From an optimization exercise on the open Yosys and OpenROAD flow, aimed at small area, a short achievable clock period and few clock cycles per item; shortcuts taken in it are not production practice.
The RTL was checked by simulation tests, not by an equivalence proof against the original design.
Power and IR drop assume default switching activity.

## old
## mproc
module mproc (input wire clk, reset, input wire [15:0] ins, output wire [15:0] addr,
  output wire wb_en, output wire [2:0] wb_addr, output wire [15:0] wb_data, output wire cout);
clock: 11.0 ns
lec_check: 0
cap_margin: 20
core_margin: 2
core_utilization: 40
slew_margin: 20
synth_hierarchical: 1
standard.sh (not shown) runs the stock make flow with config.mk's settings and CLKGATE_MAP_FILE= SYNTH_SCRIPT=/design/flow/synth_recipe.tcl, a recipe that flattens the netlist after the stock synthesis.
==> flow/flow/run.sh <==
#!/bin/bash
# Layout flow: the standard synthesis unchanged, then the standard ORFS
# steps with these changes (all from flow/params.sh):
#  - repair_timing is asked to leave a setup margin (SETUP_SLACK_MARGIN); the
#    design is still laid out and signed off at the design's clock period,
#    the margin only makes the resizer work harder;
#  - ports are buffered with plain buffers, and delay cells are not used as
#    buffers;
#  - optional extra ORFS settings (EXTRA).
set -uo pipefail
source flow/params.sh
bash standard.sh synth > synth.log 2>&1 || exit 1
export DONT_USE_CELLS="$EXTRA_DONT_USE"
bash standard.sh SETUP_SLACK_MARGIN=$MARGIN "BUFFER_PORTS_ARGS=$BUFFER_PORTS_ARGS" "${EXTRA[@]}" finish > layout.log 2>&1
==> flow/flow/params.sh <==
MARGIN=7.8
BUFFER_PORTS_ARGS="-buffer_cell sky130_fd_sc_hd__buf_2"
EXTRA_DONT_USE="sky130_fd_sc_hd__dlygate4sd1_1 sky130_fd_sc_hd__dlygate4sd2_1 sky130_fd_sc_hd__dlygate4sd3_1 sky130_fd_sc_hd__clkdlybuf4s15_1 sky130_fd_sc_hd__clkdlybuf4s15_2 sky130_fd_sc_hd__clkdlybuf4s18_1 sky130_fd_sc_hd__clkdlybuf4s18_2 sky130_fd_sc_hd__clkdlybuf4s25_1 sky130_fd_sc_hd__clkdlybuf4s25_2 sky130_fd_sc_hd__clkdlybuf4s50_1 sky130_fd_sc_hd__clkdlybuf4s50_2 sky130_fd_sc_hd__dlymetal6s2s_1 sky130_fd_sc_hd__dlymetal6s4s_1 sky130_fd_sc_hd__dlymetal6s6s_1"
EXTRA=("CTS_CLUSTER_SIZE=30" "CTS_CLUSTER_DIAMETER=100")
Testbench counts of old, summed over its fixed seeds: cycles 6,861, instrs 6,733.
Setup changes, old to new
diff --git a/flow/flow/params.sh b/flow/flow/params.sh
--- a/flow/flow/params.sh
+++ b/flow/flow/params.sh
@@ -4 +4 @@
-EXTRA=("CTS_CLUSTER_SIZE=30" "CTS_CLUSTER_DIAMETER=100")
+EXTRA=("CTS_BUF_LIST=sky130_fd_sc_hd__clkbuf_4 sky130_fd_sc_hd__clkbuf_8")
Findings:
- met2 wirelength from detailed routing went up by a few percent going from old to new.
- [compare] base=old new=new: final non-filler cell total increased 34, final standard cell area without fillers picked up an extra about 2.6%, maximum fanout count along the critical path now sits lower.


run 1:
Another version of the RTL of mproc (not shown whole).
Size: roughly 190 flip-flops, roughly 55 I/O pins, ~0.0082 sq mm of cells after synthesis.
// mproc
module mproc (input wire clk, reset, input wire [15:0] ins, output wire [15:0] addr,
  output wire wb_en, output wire [2:0] wb_addr, output wire [15:0] wb_data, output wire cout);
Settings: LEC_CHECK=0, CAP_MARGIN=20, CORE_MARGIN=2, CORE_UTILIZATION=40, SLEW_MARGIN=20, SYNTH_HIERARCHICAL=1; clock period 11.0 ns.
==> flow/flow/run.sh <==
#!/bin/bash
# Layout flow: the standard synthesis unchanged, then the standard ORFS
# steps with these changes (settings in flow/params.sh):
#  - repair_timing is asked to leave a setup margin (SETUP_SLACK_MARGIN); the
#    design is still laid out and signed off at the design's clock period,
#    the margin only makes the resizer work harder;
#  - ports are buffered with plain buffers, and delay cells are not used as
#    buffers;
#  - clock tree buffers as set in CTS_ARGS;
#  - after global routing, cells are downsized where that keeps the setup
#    margin (flow/downsize.tcl).
# Each tool's output goes to its own log in this folder.
set -uo pipefail
source flow/params.sh
export FLOWDIR=$PWD/flow
export RES=$PWD/orfs/results/$FLOW_PLATFORM/mproc/base
bash standard.sh synth > synth.log 2>&1 || exit 1
export DONT_USE_CELLS="$EXTRA_DONT_USE"
VARS=(SETUP_SLACK_MARGIN=$MARGIN "BUFFER_PORTS_ARGS=$BUFFER_PORTS_ARGS" "${EXTRA[@]}")
bash standard.sh "${VARS[@]}" grt > layout_to_grt.log 2>&1 || exit 1
if [[ -n "${DOWNSIZE_MARGIN:-}" ]]; then
  export DOWNSIZE_MARGIN DOWNSIZE_HOLD_MARGIN
  openroad -no_init -exit flow/downsize_step.tcl > downsize.log 2>&1 || exit 1
fi
bash standard.sh "${VARS[@]}" finish > layout_finish.log 2>&1
==> flow/flow/params.sh <==
MARGIN=8.0
BUFFER_PORTS_ARGS="-buffer_cell sky130_fd_sc_hd__buf_2"
EXTRA_DONT_USE="sky130_fd_sc_hd__dlygate4sd1_1 sky130_fd_sc_hd__dlygate4sd2_1 sky130_fd_sc_hd__dlygate4sd3_1 sky130_fd_sc_hd__clkdlybuf4s15_1 sky130_fd_sc_hd__clkdlybuf4s15_2 sky130_fd_sc_hd__clkdlybuf4s18_1 sky130_fd_sc_hd__clkdlybuf4s18_2 sky130_fd_sc_hd__clkdlybuf4s25_1 sky130_fd_sc_hd__clkdlybuf4s25_2 sky130_fd_sc_hd__clkdlybuf4s50_1 sky130_fd_sc_hd__clkdlybuf4s50_2 sky130_fd_sc_hd__dlymetal6s2s_1 sky130_fd_sc_hd__dlymetal6s4s_1 sky130_fd_sc_hd__dlymetal6s6s_1"
EXTRA=("CTS_ARGS=-sink_clustering_enable -repair_clock_nets -buf_list sky130_fd_sc_hd__clkbuf_8 -root_buf sky130_fd_sc_hd__clkbuf_16")
DOWNSIZE_MARGIN=7.95
DOWNSIZE_HOLD_MARGIN=0.05
Other scripts of this flow, unchanged in this note and not shown: flow/flow/downsize.tcl, flow/flow/downsize_step.tcl
No stage failed in run 1, and the final checks on the layout all came back clean.
Testbench counts of run 1, summed over its fixed seeds: cycles 6,861, instrs 6,733.
--- input diff run 1..run 2 ---
-- flow/flow/params.sh --
<<< run 1, line 1
MARGIN=8.0
BUFFER_PORTS_ARGS="-buffer_cell sky130_fd_sc_hd__buf_2"
>>> run 2, line 1
MARGIN=7.8
BUFFER_PORTS_ARGS="-buffer_cell sky130_fd_sc_hd__buf_2"
<<< run 1, line 4
EXTRA=("CTS_ARGS=-sink_clustering_enable -repair_clock_nets -buf_list sky130_fd_sc_hd__clkbuf_8 -root_buf sky130_fd_sc_hd__clkbuf_16")
DOWNSIZE_MARGIN=7.95
DOWNSIZE_HOLD_MARGIN=0.05
>>> run 2, line 4
EXTRA=("CTS_ARGS=-sink_clustering_enable -repair_clock_nets -buf_list sky130_fd_sc_hd__clkbuf_8 -root_buf sky130_fd_sc_hd__clkbuf_16")
DOWNSIZE_MARGIN=7.75
DOWNSIZE_HOLD_MARGIN=0.05
Notes after the runs:
Relative to run 1, the routed wire length measured on run 2 has decreased by a few percent.
[run 2] critical path depth rose 9 relative to run 1
Run 2 ran in full, but the layout does not pass; the checks complain about capacitance limit, slew limit.
Against run 1, run 2 comes in 2.6 points lower on met2 demand-to-capacity share in global routing.
When run 2 is set beside run 1, its average wire per cell in the routed design turns out to be about 2.3% smaller.
Delta (run 2 minus run 1): normalized max-slew margin -66 points; final worst hold slack up 0.014 ns; power drawn by the clock network dropped 16%; cell leakage power went down; count of pins over their slew limit went up.
Diff run 2 and run 1: minimum clock period lower in run 1
In run 2 relative to run 1, maximum vdd drop had gone down slightly.

-- afterwards: timing with drivers on the ports --
In the flow no input, the clock included, has a driving cell. The finished layouts below were timed again as built, in two steps. Step 1 assumes that a clkbuf_16 drives the clock port and a buf_2 every other input. Step 2 also shifts input and output timing later by t, the mid clock arrival at the registers, as if the neighbouring blocks saw the same clock. Three values: no drivers, after step 1, after step 2; two values: the first two.
| run | t, ns | setup slack, ns | worst hold slack (ns) | worst slew at a driven data input, ns | cell pins on the clock port's net |
|---|---|---|---|---|---|
| old | 0.482 | 7.768 / 7.768 / 7.380 | 0.329 / 0.329 / 0.329 | 0.04 | 1 |
| new | 0.520 | 7.779 / 7.779 / 7.368 | 0.335 / 0.335 / 0.335 | 0.04 | 1 |
| run 1 | 0.433 | 7.933 / 7.879 / 7.445 | 0.334 / 0.334 / 0.334 | 0.17 | 1 |
| run 2 | 0.421 | 7.315 / 7.315 / 7.282 | 0.349 / 0.349 / 0.349 | 0.05 | 1 |
The setup slack of run 1, which loses most, moves by -0.054 ns with the drivers and by -0.488 ns with both steps.
